From an optimization exercise on the open Yosys and OpenROAD flow, aimed at small area; shortcuts taken in it are not production practice.
Only simulation tests tie the RTL to the original design; equivalence was not proved.
In runs 1 to 3, 5, 6 and 8 to 10 the design's own scripts or RTL, not TritonCTS, make the clock network.
The clock port is modelled as an ideal driver, which makes a skipped or thinned clock tree look cheaper than it is; a real chip needs a root buffer or a tree.
Power and IR drop assume default switching activity.

$ cat flow/flow/run.sh
#!/bin/bash
# Standard synthesis, then the standard layout with three changes: combinational
# cells start at their smallest size, the port buffers are buf_1, and the clock
# tree is a plain two-level buffer tree (flow/cts.tcl) instead of TritonCTS.
set -euo pipefail
bash standard.sh synth > synth.log 2>&1
export CTS_ROOT_CELL=${CTS_ROOT_CELL:-sky130_fd_sc_hd__clkbuf_16}
export CTS_LEAF_CELL=${CTS_LEAF_CELL:-sky130_fd_sc_hd__clkbuf_4}
export CTS_LEAVES=${CTS_LEAVES:-16}
export CTS_CLOCK_NET=clk
bash standard.sh BUFFER_PORTS_ARGS="-buffer_cell sky130_fd_sc_hd__buf_1" \
  PRE_FLOORPLAN_TCL="$PWD/flow/downsize.tcl" \
  PRE_CTS_TCL="$PWD/flow/cts.tcl" \
  finish > layout.log 2>&1
$ cat flow/flow/cts.tcl
# A two-level clock tree in place of TritonCTS: the register clock pins are
# split by recursive bisection of their placement into CTS_LEAVES groups of
# equal size; each group gets a leaf buffer at its centre, and one root buffer
# at the centre of the leaves drives them all from the clock port. Every
# register sees the same two buffers, so the tree is balanced by construction.
proc my_split {pts k axis} {
  # pts: list of {x y iterm}; returns a list of k groups
  if {$k <= 1} { return [list $pts] }
  set idx [expr {$axis == 0 ? 0 : 1}]
  set pts [lsort -real -index $idx $pts]
  set k1 [expr {$k / 2}]
  set n1 [expr {int(round(double([llength $pts]) * $k1 / $k))}]
  set a [lrange $pts 0 [expr {$n1 - 1}]]
  set b [lrange $pts $n1 end]
  set nax [expr {1 - $axis}]
  return [concat [my_split $a $k1 $nax] [my_split $b [expr {$k - $k1}] $nax]]
}

proc clock_tree_synthesis {args} {
  set db [ord::get_db]
  set block [ord::get_db_block]
  set leaf_master [$db findMaster $::env(CTS_LEAF_CELL)]
  set root_master [$db findMaster $::env(CTS_ROOT_CELL)]
  set k $::env(CTS_LEAVES)
  set clk [$block findNet $::env(CTS_CLOCK_NET)]
  set pts {}
  foreach it [$clk getITerms] {
    set inst [$it getInst]
    set bb [$inst getBBox]
    lappend pts [list [expr {([$bb xMin] + [$bb xMax]) / 2.0}] [expr {([$bb yMin] + [$bb yMax]) / 2.0}] $it]
  }
  set ext [$block getDieArea]
  set axis [expr {([$ext dx] >= [$ext dy]) ? 0 : 1}]
  set groups [my_split $pts $k $axis]
  set root [odb::dbInst_create $block $root_master clkbuf_root]
  set rnet [odb::dbNet_create $block clknet_root]
  $rnet setSigType CLOCK
  [$root findITerm A] connect $clk
  [$root findITerm X] connect $rnet
  set i 0
  set lx {}
  set ly {}
  foreach g $groups {
    set sx 0.0; set sy 0.0
    foreach p $g { set sx [expr {$sx + [lindex $p 0]}]; set sy [expr {$sy + [lindex $p 1]}] }
    set cx [expr {int($sx / [llength $g])}]
    set cy [expr {int($sy / [llength $g])}]
    set buf [odb::dbInst_create $block $leaf_master clkbuf_leaf_$i]
    set net [odb::dbNet_create $block clknet_leaf_$i]
    $net setSigType CLOCK
    [$buf findITerm A] connect $rnet
    [$buf findITerm X] connect $net
    foreach p $g {
      set it [lindex $p 2]
      $it disconnect
      $it connect $net
    }
    $buf setLocation [expr {$cx - [$leaf_master getWidth] / 2}] $cy
    $buf setPlacementStatus PLACED
    lappend lx $cx
    lappend ly $cy
    puts "cts: leaf $i drives [llength $g] registers at ($cx, $cy)"
    incr i
  }
  set sx 0.0; set sy 0.0
  foreach x $lx y $ly { set sx [expr {$sx + $x}]; set sy [expr {$sy + $y}] }
  $root setLocation [expr {int($sx / $k) - [$root_master getWidth] / 2}] [expr {int($sy / $k)}]
  $root setPlacementStatus PLACED
  puts "cts: root buffer and $k leaf buffers inserted"
}
$ cat flow/flow/downsize.tcl
# Run before floorplanning: give every combinational cell of the synthesized
# netlist its smallest drive strength. The flow's repair steps size up again
# wherever timing, slew or capacitance needs it. Registers keep their cells.
set db [ord::get_db]
set block [ord::get_db_block]
set dont_use [split $::env(DONT_USE_CELLS)]
set n 0
foreach inst [$block getInsts] {
  set m [[$inst getMaster] getName]
  if {![regexp {^(sky130_fd_sc_hd__.+)_([0-9]+)$} $m -> base sz]} { continue }
  if {[regexp {__(df|edf|sdf|dl|sdl|tap|fill|decap|conb|clk)} $base]} { continue }
  set best $m
  set bestw [[$inst getMaster] getWidth]
  foreach s {0 1 2 4} {
    set c ${base}_$s
    if {$c eq $m || [lsearch -exact $dont_use $c] >= 0} { continue }
    set mm [$db findMaster $c]
    if {$mm eq "NULL" || $mm eq ""} { continue }
    if {[$mm getWidth] < $bestw} { set best $c; set bestw [$mm getWidth] }
  }
  if {$best ne $m} {
    replace_cell [$inst getName] $best
    incr n
  }
}
puts "downsize: resized $n cells"
$ cat flow/standard.sh
#!/bin/bash
# synth_recipe.tcl (not shown) runs the flow's synth.tcl, then flattens the netlist and writes it again
# the make line also repeats each setting of config.mk as NAME=value (left out here)
make -C /OpenROAD-flow-scripts/flow DESIGN_CONFIG=/design/flow/config.mk WORK_HOME=/design/flow/orfs CLKGATE_MAP_FILE= SYNTH_SCRIPT=/design/flow/synth_recipe.tcl "${@:-finish}"
$ cat flow/config.mk
export PLATFORM = sky130hd
export DESIGN_NAME = cardinal_nic
export DESIGN_NICKNAME = cardinal_nic
export VERILOG_FILES = /design/flow/design.v
export SDC_FILE = /design/flow/constraint.sdc
export NUM_CORES = 4
export LEC_CHECK = 0
export CAP_MARGIN = 20
export CORE_MARGIN = 2
export CORE_UTILIZATION = 70
export SLEW_MARGIN = 20
$ cat flow/constraint.sdc
create_clock -name core_clock -period 3.0 [get_ports {clk}]
set_input_delay 0.6000 -clock core_clock [delete_from_list [all_inputs] [get_ports {clk}]]
set_output_delay 0.6000 -clock core_clock [all_outputs]
set_load 0.01 [all_outputs]
$ cat flow/design.v
module cardinal_nic(
  input             clk,
  input             reset,
  input [1:0]       addr,
  input [63:0]      d_in,
  input             nicEn,
  input             nicWrEn,
  input             net_ro,
  input             net_polarity,
  input             net_si,
  input [63:0]      net_di,
  output reg        net_ri,
  output reg        net_so,
  output [63:0]     net_do,
  output reg [63:0] d_out
);
reg        out_stat;
reg [63:0] out_buf;
reg        ib_valid;
reg [63:0] in_buf;
wire send = out_stat & net_ro & (net_polarity == out_buf[63]);
wire wr_ob = nicEn & nicWrEn & (addr == 2'b10);
wire rd_ib = nicEn & ~nicWrEn & (addr == 2'b00);
wire recv = net_ri & net_si;
assign net_do = out_buf;
always @(posedge clk) begin
  if (wr_ob & ~send)
    out_buf <= d_in;
end
always @(posedge clk) begin
  if (reset) begin
    out_stat <= 1'b0;
    net_so   <= 1'b0;
  end else begin
    net_so   <= send;
    out_stat <= send ? 1'b0 : (wr_ob | out_stat);
  end
end
always @(posedge clk) begin
  if (recv)
    in_buf <= net_di;
end
always @(posedge clk) begin
  if (reset) begin
    ib_valid <= 1'b0;
    net_ri   <= 1'b1;
  end else begin
    ib_valid <= ib_valid | recv;
    net_ri   <= rd_ib | (net_ri & ~net_si);
  end
end
wire sel_ib = (addr == 2'b00) & ib_valid;
always @(posedge clk) begin
  d_out[62:0] <= in_buf[62:0] & {63{sel_ib}};
  case (addr)
    2'b00: d_out[63] <= in_buf[63] & ib_valid;
    2'b01: d_out[63] <= ~net_ri;
    2'b10: d_out[63] <= 1'b0;
    2'b11: d_out[63] <= out_stat;
  endcase
end
endmodule
==> impl_metrics.csv, run 1 <==
group,metric,value,unit
routing,antenna_left,0,
layout,stdcell_count,668,
global_routing,grt_pass1_vias,3184,
floorplanning,pin_count,267,
pwr,p_per_area,589,nW/um2
timing,fmax,635,MHz
placed_design,dp_hpwl,9120,um
synthesis,synthesis.nets,420,
floorplanning,dieWidth,94.7,um
setup_path,cp-start-kind,"flip-flop",
placed_design,placedInstanceArea,6920,um2
floorplanning,fp.dieArea,8970,um2
timing,min_period,1570,ps
routing,num_vias,3359,
layout,final_cell_mix,"buf_1 (266), edfxtp_1 (128), dfxtp_1 (68), and2_0 (52), clkbuf_4 (16)",
global_routing,top_usage_layer,"met2",
clock_tree,worst_skew_pair.late_latency,380,ps
timing,tightestPinTransition,454,ps
run,maxCapViolCount,0,
global_routing,grt_util_met3,0.0623,
placed_design,portBuffers,266,
layout,n_antenna_cell,0,
timing,setup_slack,1430,ps
timing,setup_violations,0,
layout,fillers,373,
routing,routed_wl,12000,um
placed_design,place_inst,651,
floorplanning,die_h,94.7,um
outcome,outcome,"timing/DRC/antenna clean",
timing,relSlewSlack,0.695,
timing,setup_tns,0,ps
floorplanning,core_area,8090,um2
timing,fin_crit_sh,0.525,
clock_tree,cts_resized,0,
setup_path,crit_required,2400,ps
placed_design,dp_worst_setup_slack,1070,ps
layout,design_area,7070,um2
pwr,ir_drop,0.488,mV
global_routing,grt_max_degree,65,
routing,drtIter0Drc,197,
setup_path,critical_path.top_delay_family,"flip-flops",
floorplanning,initial_core_util,0.711,
clock_tree,cts_setup_buffers,0,
setup_path,path_cells,"buf_1",
synthesis,synth_warnings,1,
placed_design,globalplace.congestion,0.850,
routing,vias_per_cell,5.03,
layout,layout_commonest_cell,"buf_1",
setup_path,cpMaxStageDelayCell,"edfxtp_1",
layout,multi_input_area,532,um2
timing,skew,11.6,ps
setup_path,max_stage_delay,450,ps
timing,slew_violations,0,
timing,hold_viol_final,0,
routing,wire_per_inst,18.0,um
global_routing,antenna_found_initial,0,
routing,detail_route.first_pass.iterations,4,
global_routing,overflow,0,
global_routing,use_met2,0.450,
min_path,hp-class,"input port to flip-flop",
setup_path,path_class,"flip-flop to primary output",
global_routing,use_met1,0.263,
synthesis,netlist_instances,283,
floorplanning,rows,33,
global_routing,grt_pass1_wl,16400,um
setup_path,cp_num_buf_inv,1,
setup_path,cp.arrival,970,ps
setup_path,path_max_fanout,2,
clock_tree,cts.clk_slew.worst_paths,120,ps
pwr,leakagePower,0.00235,uW
layout,seq_area,5200,um2
layout,finalNetCount,702,
layout,drive_above_1_share,0.0444,
timing,rsz0062_at_grt,"no",
global_routing,grt.total_usage,0.248,
clock_tree,cts_hold_buf,0,
setup_path,cp-end-kind,"primary output",
routing,drcViolationCount,0,
==> final cells by class <==
class | instances | share of cell area
Sequential cell | 196 | 0.737
Buffer | 17 | 0.0205
Multi-Input combinational cell | 79 | 0.0752
Tap cell | 105 | 0.0186
Inverter | 2 | 0.00106
Timing Repair Buffer | 269 | 0.148
==> worst paths after layout <==
| kind | startpoint | end | slack, ps | cells past startpoint |
|---|---|---|---|---|
| max | out_buf[63]$_DFFE_PP_ | net_do[63] | 1430 | 1 |
| min | d_in[52] | out_buf[52]$_DFFE_PP_ | 380 | 1 |
| max reg2reg | out_buf[63]$_DFFE_PP_ | out_buf[49]$_DFFE_PP_ | 1470 | 3 |
| min reg2reg | in_buf[2]$_DFFE_PP_ | d_out[2]$_DFF_P_ | 450 | 1 |
==> state kept, by name, indices dropped and copies added (netlist names) <==
signal    cells
out_buf      64
net_ri        1
net_so        1
d_out        64
in_buf       64
out_stat      1
ib_valid      1
==> where the power goes <==
part           switching, uW  internal, uW
sequential              22.5          2970
clock                    678           311
combinational            109          72.1
total                    810          3350
==> through the flow <==
step	power, uW	hold WS [ps]	util
CTS	3980	429	0.873
global route	4310	362	0.873
detailed placement	3240	429	0.855
floorplan	3120	420	-
finish	4160	380	0.873
global placement	3220	423	0.855
==> routing by layer <==
metal | share of wire | wire (um) | vias up
met3 | 0.099 | 1190 | 44
met5 | 0 | 0 | -
li1 | - | - | 1558
met1 | 0.32 | 3870 | 1564
met2 | 0.52 | 6270 | 193
met4 | 0.055 | 665 | 0
==> run 2, diff against run 1 <==
--- a/flow/flow/cts.tcl
+++ b/flow/flow/cts.tcl
@@ -3,5 +3,5 @@
 # equal size; each group gets a leaf buffer at its centre, and one root buffer
 # at the centre of the leaves drives them all from the clock port. Every
-# register sees the same two buffers, so the tree is balanced by construction.
+# register sees the same two cells (two buffers, or two inverters), so the tree is balanced by construction.
 proc my_split {pts k axis} {
   # pts: list of {x y iterm}; returns a list of k groups
@@ -15,4 +15,13 @@
   set nax [expr {1 - $axis}]
   return [concat [my_split $a $k1 $nax] [my_split $b [expr {$k - $k1}] $nax]]
+}
+
+proc my_pin {inst out} {
+  foreach it [$inst getITerms] {
+    if {[$it getSigType] ne "SIGNAL"} { continue }
+    if {$out && [$it isOutputSignal]} { return $it }
+    if {!$out && [$it isInputSignal]} { return $it }
+  }
+  error "cts: no [expr {$out ? {output} : {input}}] pin on [$inst getName]"
 }
 
@@ -36,6 +45,6 @@
   set rnet [odb::dbNet_create $block clknet_root]
   $rnet setSigType CLOCK
-  [$root findITerm A] connect $clk
-  [$root findITerm X] connect $rnet
+  [my_pin $root 0] connect $clk
+  [my_pin $root 1] connect $rnet
   set i 0
   set lx {}
@@ -49,6 +58,6 @@
     set net [odb::dbNet_create $block clknet_leaf_$i]
     $net setSigType CLOCK
-    [$buf findITerm A] connect $rnet
-    [$buf findITerm X] connect $net
+    [my_pin $buf 0] connect $rnet
+    [my_pin $buf 1] connect $net
     foreach p $g {
       set it [lindex $p 2]
--- a/flow/config.mk
+++ b/flow/config.mk
@@ -6,6 +6,6 @@
 export NUM_CORES = 4
 export LEC_CHECK = 0
-export CAP_MARGIN = 20
+export CAP_MARGIN = 0
 export CORE_MARGIN = 2
 export CORE_UTILIZATION = 70
-export SLEW_MARGIN = 20
+export SLEW_MARGIN = 0
==> impl_metrics.csv, run 2 <==
group,metric,value,unit
layout,largest_registers,"d_out x64, in_buf x64, out_buf x64",
setup_path,crit_path_start,"out_buf[63]$_DFFE_PP_",
synthesis,netlist_instances,283,
global_routing,grt_pass1_vias,3184,
global_routing,overflow,0,
setup_path,reg2reg_depth,3,
setup_path,regToRegStartpoint,"out_buf[63]$_DFFE_PP_",
min_path,hp-start,"d_in[52]",
timing,tightestPinTransition,454,ps
min_path,hold_path_depth,1,
timing,slew_violations,0,
layout,n_antenna_cell,0,
setup_path,cp-start-kind,"flip-flop",
setup_path,crit_required,2400,ps
clock_tree,cts.clk_slew.worst_paths,120,ps
routing,vias_per_cell,5.03,
routing,drtIter0Drc,197,
placed_design,portBuffers,266,
global_routing,grt_max_degree,65,
floorplanning,core_area,8090,um2
routing,antenna_left,0,
clock_tree,cts_hold_buf,0,
timing,setup_tns,0,ps
floorplanning,fp.dieArea,8970,um2
global_routing,antenna_found_initial,0,
floorplanning,pin_count,267,
pwr,leakagePower,0.00235,uW
placed_design,globalplace.congestion,0.850,
pwr,p_per_area,589,nW/um2
pwr,ir_drop,0.488,mV
floorplanning,die_h,94.7,um
layout,fillers,373,
routing,detail_route.first_pass.iterations,4,
setup_path,path_max_fanout,2,
clock_tree,worst_skew_pair.late_latency,380,ps
routing,routed_wl,12000,um
timing,skew,11.6,ps
layout,seq_area,5200,um2
clock_tree,cts_resized,0,
timing,fmax,635,MHz
setup_path,max_stage_delay,450,ps
setup_path,reg2reg_to,"out_buf[49]$_DFFE_PP_",
setup_path,cp-end-kind,"primary output",
outcome,outcome,"timing/DRC/antenna clean",
synthesis,synth_warnings,1,
layout,multi_input_area,532,um2
timing,setup_violations,0,
timing,fin_crit_sh,0.525,
layout,utilization,0.873,
routing,drcViolationCount,0,
setup_path,cpMaxStageDelayCell,"edfxtp_1",
setup_path,critical_path.top_delay_family,"flip-flops",
layout,finalNetCount,702,
timing,relSlewSlack,0.695,
floorplanning,dieWidth,94.7,um
layout,final_cell_mix,"buf_1 (266), edfxtp_1 (128), dfxtp_1 (68), and2_0 (52), clkbuf_4 (16)",
setup_path,path_class,"flip-flop to primary output",
layout,layout_commonest_cell,"buf_1",
min_path,hold_end,"out_buf[52]$_DFFE_PP_",
timing,hold_viol_final,0,
setup_path,cp.depth,1,
global_routing,grt.total_usage,0.248,
min_path,hp-class,"input port to flip-flop",
global_routing,grt_pass1_wl,16400,um
floorplanning,rows,33,
setup_path,cp.arrival,970,ps
setup_path,cp_num_buf_inv,1,
clock_tree,cts_setup_buffers,0,
setup_path,r2r_slack,1470,ps
layout,drive_above_1_share,0.0444,
routing,wire_per_inst,18.0,um
setup_path,path_cells,"buf_1",
run,maxCapViolCount,0,
routing,num_vias,3359,
floorplanning,initial_core_util,0.711,
timing,min_period,1570,ps
synthesis,synthesis.nets,420,
timing,rsz0062_at_grt,"no",
placed_design,dp_hpwl,9120,um
-- run 2: how the worst max path moves through the flow --
stage	endpoint
final	net_do[63]
after global routing	out_buf[45]$_DFFE_PP_
after detailed placement	out_buf[38]$_DFFE_PP_
after floorplan	in_buf[0]$_DFFE_PP_
after global placement	out_buf[1]$_DFFE_PP_
after CTS	out_buf[38]$_DFFE_PP_
-- run 2: cell type report --
| class | instances | area share |
|---|---|---|
| buffer | 17 | 0.0205 |
| inverter | 2 | 0.00106 |
| multi-input combinational | 79 | 0.0752 |
| sequential | 196 | 0.737 |
| tap | 105 | 0.0186 |
| timing repair buffer | 269 | 0.148 |
-- run 2: per-layer routing --
metal	routed length, um	vias to the layer above	track usage	share of wire
met4	665	0	0.134	0.055
met2	6270	193	0.450	0.52
met3	1190	44	0.0623	0.099
met1	3870	1564	0.263	0.32
met5	0	-	0	0
li1	-	1558	-	-
-- run 2: power breakdown --
group | total, uW | internal, uW | switching, uW
Clock | 990 | 311 | 678
Combinational | 181 | 72.1 | 109
Sequential | 2990 | 2970 | 22.5
-- run 2: per-stage QoR --
step	total power (uW)	hold WS (ps)	area [um2]	std cells	setup slack [ps]
CTS	3980	429	7070	668	1070
detailed placement	3240	429	6920	651	1070
floorplan	3120	420	5770	283	468
global placement	3220	423	6920	651	1190
global route	4310	362	7070	668	1370
finish	4160	380	7070	668	1430
==> run 3, diff against run 2 <==
--- a/flow/flow/run.sh
+++ b/flow/flow/run.sh
@@ -5,6 +5,6 @@
 set -euo pipefail
 bash standard.sh synth > synth.log 2>&1
-export CTS_ROOT_CELL=${CTS_ROOT_CELL:-sky130_fd_sc_hd__clkbuf_16}
-export CTS_LEAF_CELL=${CTS_LEAF_CELL:-sky130_fd_sc_hd__clkbuf_4}
+export CTS_ROOT_CELL=${CTS_ROOT_CELL:-sky130_fd_sc_hd__inv_8}
+export CTS_LEAF_CELL=${CTS_LEAF_CELL:-sky130_fd_sc_hd__inv_4}
 export CTS_LEAVES=${CTS_LEAVES:-16}
 export CTS_CLOCK_NET=clk
--- a/flow/config.mk
+++ b/flow/config.mk
@@ -6,6 +6,6 @@
 export NUM_CORES = 4
 export LEC_CHECK = 0
-export CAP_MARGIN = 0
+export CAP_MARGIN = 20
 export CORE_MARGIN = 2
 export CORE_UTILIZATION = 70
-export SLEW_MARGIN = 0
+export SLEW_MARGIN = 20
==> impl_metrics.csv, run 3 <==
group,metric,value,unit
outcome,outcome,"timing/DRC/antenna clean",
timing,skew,11.3,ps
floorplanning,fp.dieArea,8970,um2
timing,fmax,584,MHz
timing,setup_violations,0,
global_routing,overflow,0,
timing,relSlewSlack,0.692,
layout,drive_above_1_share,0.0444,
placed_design,place_inst,651,
min_path,hp-class,"flip-flop to flip-flop",
routing,num_vias,3351,
clock_tree,cts.clk_slew.worst_paths,100,ps
synthesis,synth_warnings,1,
timing,rsz0062_at_grt,"no",
floorplanning,initial_core_util,0.711,
layout,stdcell_count,668,
global_routing,grt_pass1_vias,3192,
layout,layout_commonest_cell,"buf_1",
clock_tree,worst_skew_pair.late_latency,230,ps
setup_path,cp.depth,4,
pwr,finalPower,4090,uW
setup_path,path_max_fanout,64,
floorplanning,die_h,94.7,um
timing,fin_crit_sh,0.571,
layout,finalNetCount,702,
layout,final_cell_mix,"buf_1 (266), edfxtp_1 (128), dfxtp_1 (68), and2_0 (52), inv_4 (16)",
setup_path,path_class,"input port to flip-flop",
timing,slew_violations,0,
pwr,leakagePower,0.00235,uW
clock_tree,cts_resized,0,
layout,n_antenna_cell,0,
setup_path,max_stage_delay,330,ps
pwr,ir_drop,0.473,mV
run,maxCapViolCount,0,
global_routing,grt_max_degree,65,
timing,tightestPinTransition,459,ps
setup_path,cp-end-kind,"flip-flop",
routing,wire_per_inst,18.1,um
placed_design,globalplace.congestion,0.850,
setup_path,path_cells,"buf_1, nand4b_1, a21oi_4, buf_12",
clock_tree,cts_setup_buffers,0,
setup_path,crit_required,2900,ps
global_routing,antenna_found_initial,0,
routing,drtIter0Drc,179,
timing,min_period,1710,ps
routing,vias_per_cell,5.02,
floorplanning,core_area,8090,um2
global_routing,grt_pass1_wl,16600,um
setup_path,cp-start-kind,"input port",
floorplanning,rows,33,
clock_tree,cts_hold_buf,0,
setup_path,r2r_slack,1460,ps
floorplanning,pin_count,267,
routing,detail_route.first_pass.iterations,4,
routing,drcViolationCount,0,
setup_path,cp_num_buf_inv,2,
synthesis,synthesis.nets,420,
setup_path,timing.critical_path.to,"out_buf[27]$_DFFE_PP_",
setup_path,reg2reg_to,"out_buf[27]$_DFFE_PP_",
placed_design,portBuffers,266,
placed_design,dp_hpwl,9120,um
global_routing,grt.total_usage,0.250,
setup_path,crit_path_start,"addr[1]",
setup_path,regToRegStartpoint,"out_buf[63]$_DFFE_PP_",
synthesis,netlist_instances,283,
setup_path,cpMaxStageDelayCell,"buf_12",
min_path,hp-start,"in_buf[2]$_DFFE_PP_",
timing,holdWs,451,ps
setup_path,critical_path.top_delay_family,"buffers and inverters",
setup_path,cp.arrival,1610,ps
timing,setup_tns,0,ps
layout,largest_registers,"d_out x64, in_buf x64, out_buf x64",
pwr,p_per_area,581,nW/um2
layout,fillers,384,
routing,routed_wl,12100,um
setup_path,reg2reg_depth,3,
floorplanning,dieWidth,94.7,um
timing,hold_viol_final,0,
routing,antenna_left,0,
## run 3: worst reg2reg max path: cells and delay by family (launching register included)
kind / cells / cell delay [ps]
flops: 1 / 440
buf+inv: 1 / 330
xor+xnor: 1 / 240
compound gates: 1 / 190
## run 3: worst min-delay path by stage
stage	to	slack [ps]	depth (start not counted)
5_1_grt	d_out[56]$_DFF_P_	470	1
4_1_cts	d_out[2]$_DFF_P_	430	1
3_5_place_dp	d_out[2]$_DFF_P_	430	1
2_1_floorplan	d_out[10]$_DFF_P_	420	1
3_3_place_gp	d_out[24]$_DFF_P_	420	1
6_report	d_out[2]$_DFF_P_	450	1
## run 3: final cells by class
type                    instances  area [um2]  share of cell area
multi-input cells              79         532              0.0756
repair buffers                269        1050               0.149
inverters                      19         119              0.0169
well taps                     105         131              0.0187
flip-flops and latches        196        5200               0.740
## run 3: report_power, final
| part | switching (uW) | internal, uW | leakage (uW) |
|---|---|---|---|
| clock | 805 | 105 | 0.0000775 |
| sequential | 22.8 | 2970 | 0.00174 |
| combinational | 110 | 72.1 | 0.000525 |
## run 3: per-layer routing
layer | track usage | wire [um]
met2 | 0.460 | 6370
met3 | 0.0646 | 1230
met5 | 0 | 0
met4 | 0.122 | 651
met1 | 0.263 | 3850
## run 3: through the flow
stage / util / cell area [um2] / setup slack [ps]
6_report: 0.869 / 7030 / 1290
5_1_grt: 0.869 / 7030 / 1230
4_1_cts: 0.869 / 7030 / 1070
3_5_place_dp: 0.855 / 6920 / 1070
3_3_place_gp: 0.855 / 6920 / 1190
2_1_floorplan: - / 5770 / 468
==> run 4, diff against run 3 <==
--- a/flow/config.mk
+++ b/flow/config.mk
@@ -8,4 +8,4 @@
 export CAP_MARGIN = 20
 export CORE_MARGIN = 2
-export CORE_UTILIZATION = 70
+export CORE_UTILIZATION = 85
 export SLEW_MARGIN = 20
==> impl_metrics.csv, run 4 <==
group,metric,value,unit
outcome,outcome,"stopped before the end",
outcome,lastStage,"global placement",
outcome,error,"[ERROR GPL-0301] Utilization 101.451 % exceeds 100%.",
synthesis,synth_warnings,1,
floorplanning,pin_count,267,
floorplanning,initial_core_util,0.891,
floorplanning,rows,29,
floorplanning,die_h,86.3,um
synthesis,synthesis.nets,420,
synthesis,netlist_instances,283,
floorplanning,dieWidth,86.3,um
placed_design,portBuffers,266,
==> run 5, diff against run 4 <==
--- a/flow/flow/run.sh
+++ b/flow/flow/run.sh
@@ -6,6 +6,6 @@
 bash standard.sh synth > synth.log 2>&1
 export CTS_ROOT_CELL=${CTS_ROOT_CELL:-sky130_fd_sc_hd__inv_8}
-export CTS_LEAF_CELL=${CTS_LEAF_CELL:-sky130_fd_sc_hd__inv_4}
-export CTS_LEAVES=${CTS_LEAVES:-16}
+export CTS_LEAF_CELL=${CTS_LEAF_CELL:-sky130_fd_sc_hd__inv_2}
+export CTS_LEAVES=${CTS_LEAVES:-24}
 export CTS_CLOCK_NET=clk
 bash standard.sh BUFFER_PORTS_ARGS="-buffer_cell sky130_fd_sc_hd__buf_1" \
--- a/flow/config.mk
+++ b/flow/config.mk
@@ -8,4 +8,4 @@
 export CAP_MARGIN = 20
 export CORE_MARGIN = 2
-export CORE_UTILIZATION = 85
+export CORE_UTILIZATION = 70
 export SLEW_MARGIN = 20
==> impl_metrics.csv, run 5 <==
group,metric,value,unit
min_path,hp-class,"flip-flop to flip-flop",
global_routing,grt.total_usage,0.250,
clock_tree,cts_resized,0,
placed_design,globalplace.congestion,0.850,
routing,detail_route.first_pass.iterations,4,
layout,finalNetCount,710,
layout,layout_commonest_cell,"buf_1",
timing,slew_violations,0,
run,maxCapViolCount,0,
timing,relSlewSlack,0.691,
timing,rsz0062_at_grt,"no",
layout,drive_above_1_share,0.0578,
clock_tree,cts_hold_buf,0,
clock_tree,worst_skew_pair.late_latency,220,ps
setup_path,cpMaxStageDelayCell,"buf_12",
routing,num_vias,3407,
global_routing,grt_pass1_wl,16700,um
synthesis,netlist_instances,283,
synthesis,synthesis.nets,420,
layout,n_antenna_cell,0,
setup_path,cp_num_buf_inv,2,
floorplanning,dieWidth,94.7,um
routing,wire_per_inst,17.9,um
placed_design,dp_worst_setup_slack,1070,ps
floorplanning,fp.dieArea,8970,um2
global_routing,grt_pass1_vias,3275,
layout,stdcell_count,676,
floorplanning,core_area,8090,um2
pwr,p_sw,908,uW
timing,hold_viol_final,0,
placed_design,portBuffers,266,
setup_path,critical_path.top_delay_family,"buffers and inverters",
layout,seq_area,5200,um2
timing,fin_crit_sh,0.571,
synthesis,synth_warnings,1,
timing,tightestPinTransition,461,ps
timing,fmax,584,MHz
global_routing,overflow,0,
pwr,leakagePower,0.00238,uW
routing,drtIter0Drc,219,
setup_path,crit_required,2890,ps
floorplanning,initial_core_util,0.711,
setup_path,cp-end-kind,"flip-flop",
clock_tree,cts_setup_buffers,0,
placed_design,placedInstanceArea,6920,um2
setup_path,path_class,"input port to flip-flop",
setup_path,cp-start-kind,"input port",
timing,holdWs,451,ps
layout,final_cell_mix,"buf_1 (266), edfxtp_1 (128), dfxtp_1 (68), and2_0 (52), inv_2 (24)",
outcome,outcome,"timing/DRC/antenna clean",
layout,largest_registers,"d_out x64, in_buf x64, out_buf x64",
timing,skew,13.2,ps
pwr,pwr-share-clk,0.212,
setup_path,path_cells,"buf_1, nand4b_1, a21oi_4, buf_12",
pwr,p_seq_frac,0.743,
timing,setup_slack,1290,ps
placed_design,place_inst,651,
pwr,p_int,3120,uW
routing,antenna_left,0,
layout,fillers,388,
timing,setup_violations,0,
routing,routed_wl,12100,um
timing,min_period,1710,ps
routing,drcViolationCount,0,
floorplanning,rows,33,
pwr,swShare,0.225,
setup_path,path_max_fanout,64,
pwr,pwr-share-comb,0.045,
timing,setup_tns,0,ps
floorplanning,pin_count,267,
floorplanning,die_h,94.7,um
layout,design_area,7020,um2
clock_tree,cts.clk_slew.worst_paths,120,ps
placed_design,dp_hpwl,9120,um
global_routing,antenna_found_initial,0,
pwr,ir_drop,0.443,mV
routing,vias_per_cell,5.04,
layout,multi_input_area,532,um2
global_routing,grt_max_degree,65,
pwr,p_per_area,574,nW/um2
setup_path,cp.arrival,1600,ps
setup_path,max_stage_delay,320,ps
-- run 5: final timing paths --
kind	from	end	cells past startpoint	slack, ps
setup / recovery	addr[1]	out_buf[40]$_DFFE_PP_	4	1290
hold / removal	in_buf[14]$_DFFE_PP_	d_out[14]$_DFF_P_	1	450
setup reg to reg	out_buf[63]$_DFFE_PP_	out_buf[40]$_DFFE_PP_	3	1480
hold reg to reg	in_buf[14]$_DFFE_PP_	d_out[14]$_DFF_P_	1	450
-- run 5: power groups by stage --
stage / clock, uW / sequential, uW / combinational [uW]
finish: 856 / 2990 / 182
global route: 982 / 3000 / 198
CTS: 613 / 3060 / 183
detailed placement: 0 / 3050 / 182
global placement: 0 / 3050 / 171
floorplan: 0 / 3070 / 47.5
-- run 5: layout make-up --
| type | count | area share |
|---|---|---|
| inverters | 27 | 0.0155 |
| multi-input cells | 79 | 0.0757 |
| flip-flops and latches | 196 | 0.741 |
| well taps | 105 | 0.0187 |
| repair buffers | 269 | 0.149 |
-- run 5: routing by layer --
layer  GRT usage  wire length (um)  up-vias  share of wire
met5           0                 0        -              0
met4       0.118               574        0          0.047
met3      0.0694              1170       39          0.096
met2       0.467              6520      208           0.54
met1       0.257              3870     1591           0.32
li1            -                 -     1569              -
-- run 5: metrics by stage --
stage | power [uW] | utilization
2_1_floorplan | 3120 | -
3_3_place_gp | 3220 | 0.855
3_5_place_dp | 3240 | 0.855
4_1_cts | 3850 | 0.868
5_1_grt | 4180 | 0.868
6_report | 4030 | 0.868
==> run 6, diff against run 5 <==
--- a/flow/flow/run.sh
+++ b/flow/flow/run.sh
@@ -5,7 +5,7 @@
 set -euo pipefail
 bash standard.sh synth > synth.log 2>&1
-export CTS_ROOT_CELL=${CTS_ROOT_CELL:-sky130_fd_sc_hd__inv_8}
-export CTS_LEAF_CELL=${CTS_LEAF_CELL:-sky130_fd_sc_hd__inv_2}
-export CTS_LEAVES=${CTS_LEAVES:-24}
+export CTS_ROOT_CELL=${CTS_ROOT_CELL:-sky130_fd_sc_hd__inv_6}
+export CTS_LEAF_CELL=${CTS_LEAF_CELL:-sky130_fd_sc_hd__inv_4}
+export CTS_LEAVES=${CTS_LEAVES:-14}
 export CTS_CLOCK_NET=clk
 bash standard.sh BUFFER_PORTS_ARGS="-buffer_cell sky130_fd_sc_hd__buf_1" \
==> impl_metrics.csv, run 6 <==
group,metric,value,unit
routing,highest_layer,"met4",
timing,setup_violations,0,
routing,detail_route.first_pass.iterations,4,
timing,fmax,597,MHz
routing,met1_length,3800,um
timing,relSlewSlack,0.682,
pwr,p_per_area,576,nW/um2
timing,skew,10.3,ps
global_routing,antenna_found_initial,0,
routing,vias_per_cell,5.03,
timing,fin_crit_sh,0.558,
routing,wl_met3,1210,um
layout,design_area,7020,um2
pwr,ir_drop,0.434,mV
setup_path,cp-start-kind,"input port",
timing,rsz0062_at_grt,"no",
layout,utilization,0.867,
run,maxCapViolCount,0,
setup_path,path_class,"input port to flip-flop",
floorplanning,rows,33,
floorplanning,initial_core_util,0.711,
placed_design,portBuffers,266,
placed_design,dp_hpwl,9120,um
placed_design,globalplace.congestion,0.850,
timing,min_period,1680,ps
setup_path,crit_required,2940,ps
routing,num_vias,3349,
routing,drtIter0Drc,220,
synthesis,synth_warnings,1,
pwr,leakagePower,0.00234,uW
setup_path,path_max_fanout,64,
synthesis,netlist_instances,283,
layout,n_antenna_cell,0,
floorplanning,dieWidth,94.7,um
floorplanning,pin_count,267,
clock_tree,cts_resized,0,
pwr,finalPower,4040,uW
floorplanning,die_h,94.7,um
layout,layout_commonest_cell,"buf_1",
synthesis,synthesis.nets,420,
clock_tree,cts.clk_slew.worst_paths,110,ps
floorplanning,fp.dieArea,8970,um2
timing,slew_violations,0,
setup_path,cp.arrival,1620,ps
global_routing,grt.total_usage,0.245,
timing,setup_tns,0,ps
layout,largest_registers,"d_out x64, in_buf x64, out_buf x64",
floorplanning,core_area,8090,um2
layout,fillers,377,
timing,holdWs,454,ps
routing,wire_per_inst,17.9,um
layout,seq_area,5200,um2
global_routing,grt_max_degree,65,
clock_tree,cts_setup_buffers,0,
routing,routed_wl,11900,um
routing,antenna_left,0,
setup_path,cp-end-kind,"flip-flop",
layout,final_cell_mix,"buf_1 (266), edfxtp_1 (128), dfxtp_1 (68), and2_0 (52), inv_4 (14)",
layout,finalNetCount,700,
routing,drcViolationCount,0,
routing,wl_met2,6340,um
layout,drive_above_1_share,0.0410,
global_routing,grt_pass1_wl,16300,um
min_path,hp-class,"flip-flop to flip-flop",
global_routing,overflow,0,
clock_tree,cts_hold_buf,0,
clock_tree,worst_skew_pair.late_latency,260,ps
timing,hold_viol_final,0,
outcome,outcome,"timing/DRC/antenna clean",
placed_design,placedInstanceArea,6920,um2
timing,tightestPinTransition,474,ps
global_routing,grt_pass1_vias,3143,
layout,multi_input_area,532,um2
[run 6: cell types whose count changed in the layout (fill, tap and decap cells not counted)]
cell   previous run  this run
inv_2            24         0
inv_8             1         0
inv_6             0         1
inv_4             0        14
[run 6: report_power, final]
group | leakage (uW) | switching [uW] | total (uW) | internal, uW
registers | 0.00174 | 22.2 | 2990 | 2970
logic | 0.000525 | 110 | 182 | 72.1
clock network | 0.0000670 | 777 | 867 | 89.7
[run 6: routing by layer]
metal / up-vias / global-route usage
met5: - / 0
met4: 0 / 0.114
met3: 45 / 0.0583
met2: 198 / 0.458
met1: 1555 / 0.258
li1: 1551 / -
[run 6: critical path: stages]
cell and delay (ps):
buf_1 240, nand4b_1 240, a21oi_4 200, buf_12 320
[run 6: layout make-up]
cell class | count | share of cell area
tap | 105 | 0.0187
sequential | 196 | 0.742
timing repair buffer | 269 | 0.149
inverter | 17 | 0.0148
multi-input combinational | 79 | 0.0758
[run 6: final timing paths]
path / endpoint / start / slack, ps / depth (start not counted)
worst max-delay path: out_buf[40]$_DFFE_PP_ / addr[1] / 1320 / 4
worst min-delay path: d_out[60]$_DFF_P_ / in_buf[60]$_DFFE_PP_ / 450 / 1
worst max register to register: out_buf[40]$_DFFE_PP_ / out_buf[63]$_DFFE_PP_ / 1460 / 3
worst min register to register: d_out[60]$_DFF_P_ / in_buf[60]$_DFFE_PP_ / 450 / 1
[run 6: per-stage QoR]
step                      instances  worst slack [ps]
after floorplan                 283               468
after global placement          651              1190
after detailed placement        651              1070
after CTS                       666              1070
after global routing            666              1260
final                           666              1320
==> run 7, diff against run 6 <==
--- a/flow/config.mk
+++ b/flow/config.mk
@@ -8,4 +8,4 @@
 export CAP_MARGIN = 20
 export CORE_MARGIN = 2
-export CORE_UTILIZATION = 70
+export CORE_UTILIZATION = 85
 export SLEW_MARGIN = 20
==> impl_metrics.csv, run 7 <==
group,metric,value,unit
outcome,outcome,"stopped before the end",
outcome,lastStage,"global placement",
outcome,error,"[ERROR GPL-0301] Utilization 101.451 % exceeds 100%.",
floorplanning,die_h,86.3,um
synthesis,netlist_instances,283,
floorplanning,dieWidth,86.3,um
synthesis,synthesis.nets,420,
floorplanning,initial_core_util,0.891,
floorplanning,rows,29,
synthesis,synth_warnings,1,
placed_design,portBuffers,266,
floorplanning,pin_count,267,
==> run 8, diff against run 7 <==
==> flow/flow/run.sh (replaced) <==
#!/bin/bash
# Standard synthesis, then the standard layout with three changes: combinational
# cells start at their smallest size, the port buffers are buf_1, and the clock
# tree is a plain two-level inverter tree (flow/cts.tcl) instead of TritonCTS;
# before it, flow/shrink.tcl sizes combinational cells down where timing allows.
set -euo pipefail
bash standard.sh synth > synth.log 2>&1
export CTS_ROOT_CELL=${CTS_ROOT_CELL:-sky130_fd_sc_hd__inv_8}
export CTS_LEAF_CELL=${CTS_LEAF_CELL:-sky130_fd_sc_hd__inv_4}
export CTS_LEAVES=${CTS_LEAVES:-16}
export CTS_CLOCK_NET=clk
export FLOW_FLOW_DIR="$PWD/flow"
bash standard.sh BUFFER_PORTS_ARGS="-buffer_cell sky130_fd_sc_hd__buf_1" \
  PRE_FLOORPLAN_TCL="$PWD/flow/downsize.tcl" \
  PRE_CTS_TCL="$PWD/flow/cts.tcl" \
  finish > layout.log 2>&1
--- a/flow/flow/cts.tcl
+++ b/flow/flow/cts.tcl
@@ -4,4 +4,6 @@
 # at the centre of the leaves drives them all from the clock port. Every
 # register sees the same two cells (two buffers, or two inverters), so the tree is balanced by construction.
+source $::env(FLOW_FLOW_DIR)/shrink.tcl
+
 proc my_split {pts k axis} {
   # pts: list of {x y iterm}; returns a list of k groups
==> flow/flow/shrink.tcl (new file) <==
# Run before clock tree synthesis, on the placed design: try each combinational
# cell larger than the smallest size of its kind at smaller sizes, smallest
# first, and keep a size if setup slack stays above 0.3 ns and no pin's slew
# goes above 1.1 ns (the library's limit is 1.5 ns). Registers keep their cells.
set db [ord::get_db]
set block [ord::get_db_block]
set dont_use [split $::env(DONT_USE_CELLS)]
estimate_parasitics -placement

proc shrink_ok {inst} {
  if {[sta::worst_slack_cmd max] < 0.3} { return 0 }
  if {[sta::max_slew_violation_count] > 0 || [sta::max_capacitance_violation_count] > 0} { return 0 }
  foreach it [$inst getITerms] {
    set net [$it getNet]
    if {$net eq "NULL" || $net eq ""} { continue }
    foreach it2 [$net getITerms] {
      set pin [get_pins -quiet "[[$it2 getInst] getName]/[[$it2 getMTerm] getName]"]
      if {$pin eq ""} { continue }
      if {[get_property $pin slew_max] > 1.1} { return 0 }
    }
  }
  return 1
}

set n 0
foreach inst [$block getInsts] {
  set m [[$inst getMaster] getName]
  if {![regexp {^(sky130_fd_sc_hd__.+)_([0-9]+)$} $m -> base sz]} { continue }
  if {[regexp {__(df|edf|sdf|dl|sdl|tap|fill|decap|conb|clk)} $base]} { continue }
  set w [[$inst getMaster] getWidth]
  set cands {}
  foreach s {0 1 2 3 4 6 8 12} {
    set c ${base}_$s
    if {$c eq $m || [lsearch -exact $dont_use $c] >= 0} { continue }
    set mm [$db findMaster $c]
    if {$mm eq "NULL" || $mm eq ""} { continue }
    if {[$mm getWidth] < $w} { lappend cands [list [$mm getWidth] $c] }
  }
  foreach c [lsort -integer -index 0 $cands] {
    set c [lindex $c 1]
    replace_cell [$inst getName] $c
    estimate_parasitics -placement
    if {[shrink_ok $inst]} {
      puts "shrink: [$inst getName] $m -> $c"
      incr n
      break
    }
    replace_cell [$inst getName] $m
    estimate_parasitics -placement
  }
}
puts "shrink: resized $n cells, worst setup slack [sta::worst_slack_cmd max]"
--- a/flow/config.mk
+++ b/flow/config.mk
@@ -8,4 +8,4 @@
 export CAP_MARGIN = 20
 export CORE_MARGIN = 2
-export CORE_UTILIZATION = 85
+export CORE_UTILIZATION = 70
 export SLEW_MARGIN = 20
==> impl_metrics.csv, run 8 <==
group,metric,value,unit
routing,num_vias,3351,
routing,drtIter0Drc,179,
clock_tree,cts_resized,0,
pwr,p_per_area,581,nW/um2
placed_design,dp_worst_setup_slack,1070,ps
layout,final_cell_mix,"buf_1 (266), edfxtp_1 (128), dfxtp_1 (68), and2_0 (52), inv_4 (16)",
layout,design_area,7030,um2
timing,fmax,584,MHz
synthesis,netlist_instances,283,
pwr,p_seq_frac,0.733,
timing,skew,11.3,ps
pwr,p_sw,938,uW
setup_path,cp-start-kind,"input port",
pwr,pwr-share-clk,0.223,
synthesis,synth_warnings,1,
setup_path,crit_required,2900,ps
clock_tree,cts_hold_buf,0,
placed_design,placedInstanceArea,6920,um2
setup_path,path_class,"input port to flip-flop",
global_routing,grt_pass1_wl,16600,um
layout,drive_above_1_share,0.0444,
timing,tightestPinTransition,459,ps
routing,antenna_left,0,
routing,detail_route.first_pass.iterations,4,
pwr,swShare,0.230,
floorplanning,fp.dieArea,8970,um2
setup_path,cp-end-kind,"flip-flop",
routing,routed_wl,12100,um
floorplanning,rows,33,
run,maxCapViolCount,0,
routing,drcViolationCount,0,
timing,slew_violations,0,
timing,fin_crit_sh,0.571,
routing,vias_per_cell,5.02,
layout,largest_registers,"d_out x64, in_buf x64, out_buf x64",
pwr,ir_drop,0.473,mV
placed_design,portBuffers,266,
global_routing,overflow,0,
floorplanning,core_area,8090,um2
global_routing,antenna_found_initial,0,
clock_tree,cts_setup_buffers,0,
setup_path,path_cells,"buf_1, nand4b_1, a21oi_4, buf_12",
global_routing,grt.total_usage,0.250,
setup_path,path_max_fanout,64,
timing,setup_tns,0,ps
setup_path,max_stage_delay,330,ps
routing,wire_per_inst,18.1,um
timing,min_period,1710,ps
setup_path,cpMaxStageDelayCell,"buf_12",
min_path,hp-class,"flip-flop to flip-flop",
floorplanning,initial_core_util,0.711,
layout,n_antenna_cell,0,
timing,setup_slack,1290,ps
floorplanning,die_h,94.7,um
pwr,pwr-share-comb,0.045,
synthesis,synthesis.nets,420,
pwr,p_int,3150,uW
timing,rsz0062_at_grt,"no",
clock_tree,cts.clk_slew.worst_paths,100,ps
floorplanning,pin_count,267,
floorplanning,dieWidth,94.7,um
global_routing,grt_max_degree,65,
layout,finalNetCount,702,
timing,hold_viol_final,0,
placed_design,dp_hpwl,9120,um
clock_tree,worst_skew_pair.late_latency,230,ps
placed_design,globalplace.congestion,0.850,
timing,setup_violations,0,
outcome,outcome,"timing/DRC/antenna clean",
global_routing,grt_pass1_vias,3192,
pwr,leakagePower,0.00235,uW
setup_path,cp.arrival,1610,ps
timing,relSlewSlack,0.692,
layout,layout_commonest_cell,"buf_1",
run 8: power groups by stage:
| stage | registers [uW] | logic, uW | clock network (uW) |
|---|---|---|---|
| 3_3_place_gp | 3050 | 171 | 0 |
| 6_report | 2990 | 182 | 910 |
| 3_5_place_dp | 3050 | 182 | 0 |
| 2_1_floorplan | 3070 | 47.5 | 0 |
| 5_1_grt | 3000 | 199 | 1030 |
| 4_1_cts | 3060 | 183 | 691 |
run 8: routing by layer:
| layer | GRT usage | part of all wire | up-vias |
|---|---|---|---|
| met5 | 0 | 0 | - |
| met4 | 0.122 | 0.054 | 0 |
| li1 | - | - | 1557 |
| met3 | 0.0646 | 0.10 | 48 |
| met2 | 0.460 | 0.53 | 197 |
| met1 | 0.263 | 0.32 | 1549 |
run 8: final timing paths:
| kind | startpoint | to | slack (ps) | cells past startpoint |
|---|---|---|---|---|
| worst max-delay path | addr[1] | out_buf[27]$_DFFE_PP_ | 1290 | 4 |
| worst min-delay path | in_buf[2]$_DFFE_PP_ | d_out[2]$_DFF_P_ | 450 | 1 |
| worst max register to register | out_buf[63]$_DFFE_PP_ | out_buf[27]$_DFFE_PP_ | 1460 | 3 |
| worst min register to register | in_buf[2]$_DFFE_PP_ | d_out[2]$_DFF_P_ | 450 | 1 |
run 8: per-stage QoR:
step                      utilization  cells  hold WS [ps]  power (uW)
after CTS                       0.869    668           429        3930
after global routing            0.869    668           465        4230
final                           0.869    668           451        4090
after global placement          0.855    651           423        3220
after floorplan                     -    283           420        3120
after detailed placement        0.855    651           429        3240
run 8: area by class of cell:
type | count | area, um2
timing repair buffer | 269 | 1050
multi-input combinational | 79 | 532
sequential | 196 | 5200
fill | 384 | 1060
inverter | 19 | 119
tap | 105 | 131
run 8: worst max-delay path: cells and delay by family:
| family | cells | cell delay [ps] |
|---|---|---|
| AOI/OAI and AO/OA | 1 | 200 |
| buffers and inverters | 2 | 560 |
| and+or+nand+nor | 1 | 240 |
==> run 9, diff against run 8 <==
--- a/flow/flow/shrink.tcl
+++ b/flow/flow/shrink.tcl
@@ -9,5 +9,5 @@
 
 proc shrink_ok {inst} {
-  if {[sta::worst_slack_cmd max] < 0.3} { return 0 }
+  if {[worst_slack -max] < 0.3} { return 0 }
   if {[sta::max_slew_violation_count] > 0 || [sta::max_capacitance_violation_count] > 0} { return 0 }
   foreach it [$inst getITerms] {
@@ -50,3 +50,3 @@
   }
 }
-puts "shrink: resized $n cells, worst setup slack [sta::worst_slack_cmd max]"
+puts "shrink: resized $n cells, worst setup slack [worst_slack -max]"
==> impl_metrics.csv, run 9 <==
group,metric,value,unit
outcome,outcome,"timing/DRC/antenna clean",
global_routing,grt_max_degree,65,
pwr,pwr-share-comb,0.043,
layout,layout_commonest_cell,"buf_1",
routing,vias_per_cell,5.06,
timing,fin_crit_sh,0.655,
timing,hold_viol_final,0,
floorplanning,fp.dieArea,8970,um2
global_routing,overflow,0,
setup_path,cp.arrival,1820,ps
pwr,leakagePower,0.00233,uW
clock_tree,cts_hold_buf,0,
timing,setup_violations,0,
timing,setup_tns,0,ps
routing,num_vias,3379,
floorplanning,initial_core_util,0.711,
min_path,hp-class,"flip-flop to flip-flop",
routing,detail_route.first_pass.iterations,4,
pwr,ir_drop,0.468,mV
routing,routed_wl,12100,um
pwr,p_seq_frac,0.735,
global_routing,antenna_found_initial,0,
pwr,p_per_area,583,nW/um2
layout,drive_above_1_share,0.0391,
clock_tree,cts.clk_slew.worst_paths,100,ps
global_routing,grt_pass1_vias,3204,
placed_design,dp_hpwl,9120,um
layout,fillers,392,
placed_design,placedInstanceArea,6920,um2
floorplanning,dieWidth,94.7,um
layout,finalNetCount,702,
routing,drtIter0Drc,182,
timing,slew_violations,0,
timing,skew,13.9,ps
timing,min_period,1970,ps
layout,final_cell_mix,"buf_1 (266), edfxtp_1 (128), dfxtp_1 (68), and2_0 (53), inv_4 (16)",
routing,antenna_left,0,
routing,wire_per_inst,18.1,um
setup_path,cp-start-kind,"input port",
setup_path,cpMaxStageDelayCell,"buf_4",
floorplanning,core_area,8090,um2
timing,fmax,509,MHz
layout,largest_registers,"d_out x64, in_buf x64, out_buf x64",
pwr,pwr-share-clk,0.222,
timing,tightestPinTransition,804,ps
floorplanning,pin_count,267,
pwr,p_sw,930,uW
synthesis,synthesis.nets,420,
run,maxCapViolCount,0,
setup_path,max_stage_delay,650,ps
timing,relSlewSlack,0.464,
setup_path,path_class,"input port to flip-flop",
layout,utilization,0.863,
synthesis,synth_warnings,1,
setup_path,cp-end-kind,"flip-flop",
clock_tree,cts_resized,0,
layout,multi_input_area,514,um2
layout,n_antenna_cell,0,
global_routing,grt.total_usage,0.249,
layout,stdcell_count,668,
clock_tree,worst_skew_pair.late_latency,230,ps
setup_path,path_max_fanout,64,
synthesis,netlist_instances,283,
timing,setup_slack,1030,ps
layout,design_area,6990,um2
setup_path,path_cells,"buf_1, nand4b_1, a21oi_1, buf_4",
floorplanning,rows,33,
setup_path,crit_required,2860,ps
layout,seq_area,5200,um2
placed_design,portBuffers,266,
floorplanning,die_h,94.7,um
placed_design,dp_worst_setup_slack,1070,ps
placed_design,place_inst,651,
global_routing,grt_pass1_wl,16600,um
clock_tree,cts_setup_buffers,0,
pwr,swShare,0.228,
placed_design,globalplace.congestion,0.850,
routing,drcViolationCount,0,
pwr,p_int,3140,uW
timing,rsz0062_at_grt,"no",
## run 9: path summary, 6_finish.rpt
| kind | from | endpoint | slack [ps] | cells after the start |
|---|---|---|---|---|
| min | in_buf[2]$_DFFE_PP_ | d_out[2]$_DFF_P_ | 450 | 1 |
| max reg2reg | out_buf[63]$_DFFE_PP_ | out_buf[17]$_DFFE_PP_ | 1160 | 3 |
| min reg2reg | in_buf[2]$_DFFE_PP_ | d_out[2]$_DFF_P_ | 450 | 1 |
| max | addr[1] | out_buf[17]$_DFFE_PP_ | 1030 | 4 |
## run 9: area by class of cell
cell class / count / share of cell area
Sequential cell: 196 / 0.745
Timing Repair Buffer: 269 / 0.146
Multi-Input combinational cell: 79 / 0.0736
Tap cell: 105 / 0.0188
Inverter: 19 / 0.0170
## run 9: per-layer routing
| metal | routed length [um] | GRT usage |
|---|---|---|
| met3 | 1260 | 0.0654 |
| met5 | 0 | 0 |
| met2 | 6390 | 0.459 |
| met4 | 622 | 0.121 |
| met1 | 3820 | 0.263 |
## run 9: power groups by stage
stage	Combinational (uW)	Sequential [uW]	Clock, uW
floorplan	47.5	3070	0
global placement	171	3050	0
detailed placement	182	3050	0
CTS	177	3060	691
global route	192	3000	1030
finish	176	2990	904
## run 9: critical path: cells and delay by family
kind	cells	cell delay, ps
buffers and inverters	2	860
AOI/OAI and AO/OA	1	170
and+or+nand+nor	1	180
## run 9: per-stage QoR
stage / hold slack (ps) / total power (uW)
after CTS: 429 / 3920
after global placement: 423 / 3220
after floorplan: 420 / 3120
after global routing: 465 / 4230
after detailed placement: 429 / 3240
final: 451 / 4070
==> run 10, diff against run 9 <==
--- a/flow/flow/run.sh
+++ b/flow/flow/run.sh
@@ -7,6 +7,6 @@
 bash standard.sh synth > synth.log 2>&1
 export CTS_ROOT_CELL=${CTS_ROOT_CELL:-sky130_fd_sc_hd__inv_8}
-export CTS_LEAF_CELL=${CTS_LEAF_CELL:-sky130_fd_sc_hd__inv_4}
-export CTS_LEAVES=${CTS_LEAVES:-16}
+export CTS_LEAF_CELL=${CTS_LEAF_CELL:-sky130_fd_sc_hd__inv_12}
+export CTS_LEAVES=${CTS_LEAVES:-6}
 export CTS_CLOCK_NET=clk
 export FLOW_FLOW_DIR="$PWD/flow"
==> impl_metrics.csv, run 10 <==
group,metric,value,unit
setup_path,path_max_fanout,64,
timing,rsz0062_at_grt,"no",
global_routing,antenna_found_initial,0,
synthesis,synth_warnings,1,
routing,wire_per_inst,18.4,um
layout,layout_commonest_cell,"buf_1",
floorplanning,core_area,8090,um2
min_path,hp-start,"in_buf[2]$_DFFE_PP_",
pwr,p_per_area,585,nW/um2
timing,skew,6.82,ps
routing,drcViolationCount,0,
timing,fmax,508,MHz
routing,num_vias,3329,
timing,fin_crit_sh,0.656,
clock_tree,cts_hold_buf,0,
layout,utilization,0.863,
setup_path,max_stage_delay,640,ps
timing,slew_violations,0,
layout,n_antenna_cell,0,
setup_path,reg2reg_depth,3,
setup_path,cp.arrival,1840,ps
layout,seq_area,5200,um2
clock_tree,cts_setup_buffers,0,
layout,design_area,6990,um2
global_routing,grt.total_usage,0.249,
setup_path,reg2reg_to,"out_buf[13]$_DFFE_PP_",
pwr,leakagePower,0.00231,uW
setup_path,crit_required,2870,ps
clock_tree,cts_resized,0,
pwr,finalPower,4090,uW
setup_path,path_class,"input port to flip-flop",
floorplanning,initial_core_util,0.711,
global_routing,overflow,0,
synthesis,synthesis.nets,420,
min_path,hp-class,"flip-flop to flip-flop",
placed_design,globalplace.congestion,0.850,
setup_path,critical_path.top_delay_family,"buffers and inverters",
timing,tightestPinTransition,814,ps
global_routing,grt_max_degree,65,
global_routing,grt_pass1_wl,16500,um
timing,holdWs,453,ps
timing,setup_tns,0,ps
routing,vias_per_cell,5.06,
floorplanning,dieWidth,94.7,um
floorplanning,pin_count,267,
layout,drive_above_1_share,0.0217,
setup_path,cp-start-kind,"input port",
setup_path,regToRegStartpoint,"out_buf[63]$_DFFE_PP_",
clock_tree,worst_skew_pair.late_latency,230,ps
setup_path,cpMaxStageDelayCell,"buf_4",
layout,multi_input_area,514,um2
global_routing,grt_pass1_vias,3158,
floorplanning,fp.dieArea,8970,um2
setup_path,cp_num_buf_inv,2,
synthesis,netlist_instances,283,
pwr,ir_drop,0.525,mV
routing,detail_route.first_pass.iterations,4,
clock_tree,cts.clk_slew.worst_paths,110,ps
timing,relSlewSlack,0.457,
layout,fillers,392,
timing,setup_violations,0,
setup_path,cp-end-kind,"flip-flop",
routing,antenna_left,0,
placed_design,portBuffers,266,
placed_design,dp_hpwl,9120,um
layout,finalNetCount,692,
outcome,outcome,"timing/DRC/antenna clean",
layout,largest_registers,"d_out x64, in_buf x64, out_buf x64",
setup_path,path_cells,"buf_1, nand4b_1, a21oi_1, buf_4",
min_path,hold_path_depth,1,
layout,final_cell_mix,"buf_1 (266), edfxtp_1 (128), dfxtp_1 (68), and2_0 (53), and2_1 (12)",
routing,drtIter0Drc,226,
timing,min_period,1970,ps
timing,hold_viol_final,0,
setup_path,r2r_slack,1150,ps
run,maxCapViolCount,0,
min_path,hold_end,"d_out[2]$_DFF_P_",
floorplanning,rows,33,
placed_design,placedInstanceArea,6920,um2
floorplanning,die_h,94.7,um
routing,routed_wl,12100,um
==> run 10: worst max path at each step <==
| stage | startpoint | endpoint | depth (start not counted) |
|---|---|---|---|
| detailed placement | addr[1] | out_buf[38]$_DFFE_PP_ | 4 |
| global route | addr[1] | out_buf[19]$_DFFE_PP_ | 4 |
| CTS | addr[1] | out_buf[38]$_DFFE_PP_ | 4 |
| finish | addr[1] | out_buf[13]$_DFFE_PP_ | 4 |
| global placement | addr[1] | out_buf[1]$_DFFE_PP_ | 4 |
| floorplan | net_si | in_buf[0]$_DFFE_PP_ | 1 |
==> run 10: report_power, final <==
group / switching [uW] / internal, uW
clock network: 800 / 116
logic: 108 / 67.4
registers: 23.1 / 2970
==> run 10: layout make-up <==
cell class,instances,share of cell area
Sequential cell,196,0.745
Tap cell,105,0.0188
Multi-Input combinational cell,79,0.0736
Inverter,9,0.0167
Timing Repair Buffer,269,0.146
==> run 10: worst reg2reg max path: stages (launching register included) <==
cell	delay, ps
edfxtp_1	440
xnor2_1	210
a21oi_1	170
buf_4	640
==> run 10: routing by layer <==
layer  share of wire  vias to the layer above  track usage  routed length [um]
met2            0.53                      179        0.463                6380
met5               0                        -            0                   0
met3           0.087                       45       0.0551                1060
met4           0.055                        0        0.124                 668
li1                -                     1534            -                   -
met1            0.33                     1571        0.265                3990
==> run 10: stage by stage <==
stage                     setup slack [ps]  std cells
after floorplan                        468        283
after global routing                   925        658
after global placement                1190        651
after detailed placement              1070        651
after CTS                              815        658
final                                 1030        658

afterwards: timing with drivers on the ports:
The flow's constraints put no driver on any port. The routed layouts listed below were extracted and timed again, unchanged, in two steps.
Step 1: set_driving_cell puts a clkbuf_16 on clk and a buf_2 on each other input, an assumption about the parent block.
Step 2 times the ports against the registers' clock, not the clock port: input delays grow and output delays shrink by t, the midpoint of the rising clock arrivals with the driver on.
Three values: ideal, step 1, step 2; two values: the first two.
run	t, ns	slack for setup (ns)	worst setup path after step 2	worst slew at a driven data input, ns	pins driven straight from the clock port
run 1	0.408	1.425 / 1.387 / 1.030	input to register	0.07	1
run 2	0.408	1.425 / 1.387 / 1.030	input to register	0.07	1
run 3	0.274	1.287 / 1.288 / 1.014	input to register	0.07	1
run 5	0.262	1.288 / 1.286 / 1.025	input to register	0.07	1
run 6	0.297	1.325 / 1.321 / 1.024	input to register	0.07	1
run 8	0.274	1.287 / 1.288 / 1.014	input to register	0.07	1
run 9	0.271	1.034 / 1.036 / 0.765	input to register	0.07	1
run 10	0.277	1.032 / 1.038 / 0.762	input to register	0.07	1
After both steps setup and hold are still met in every run listed.
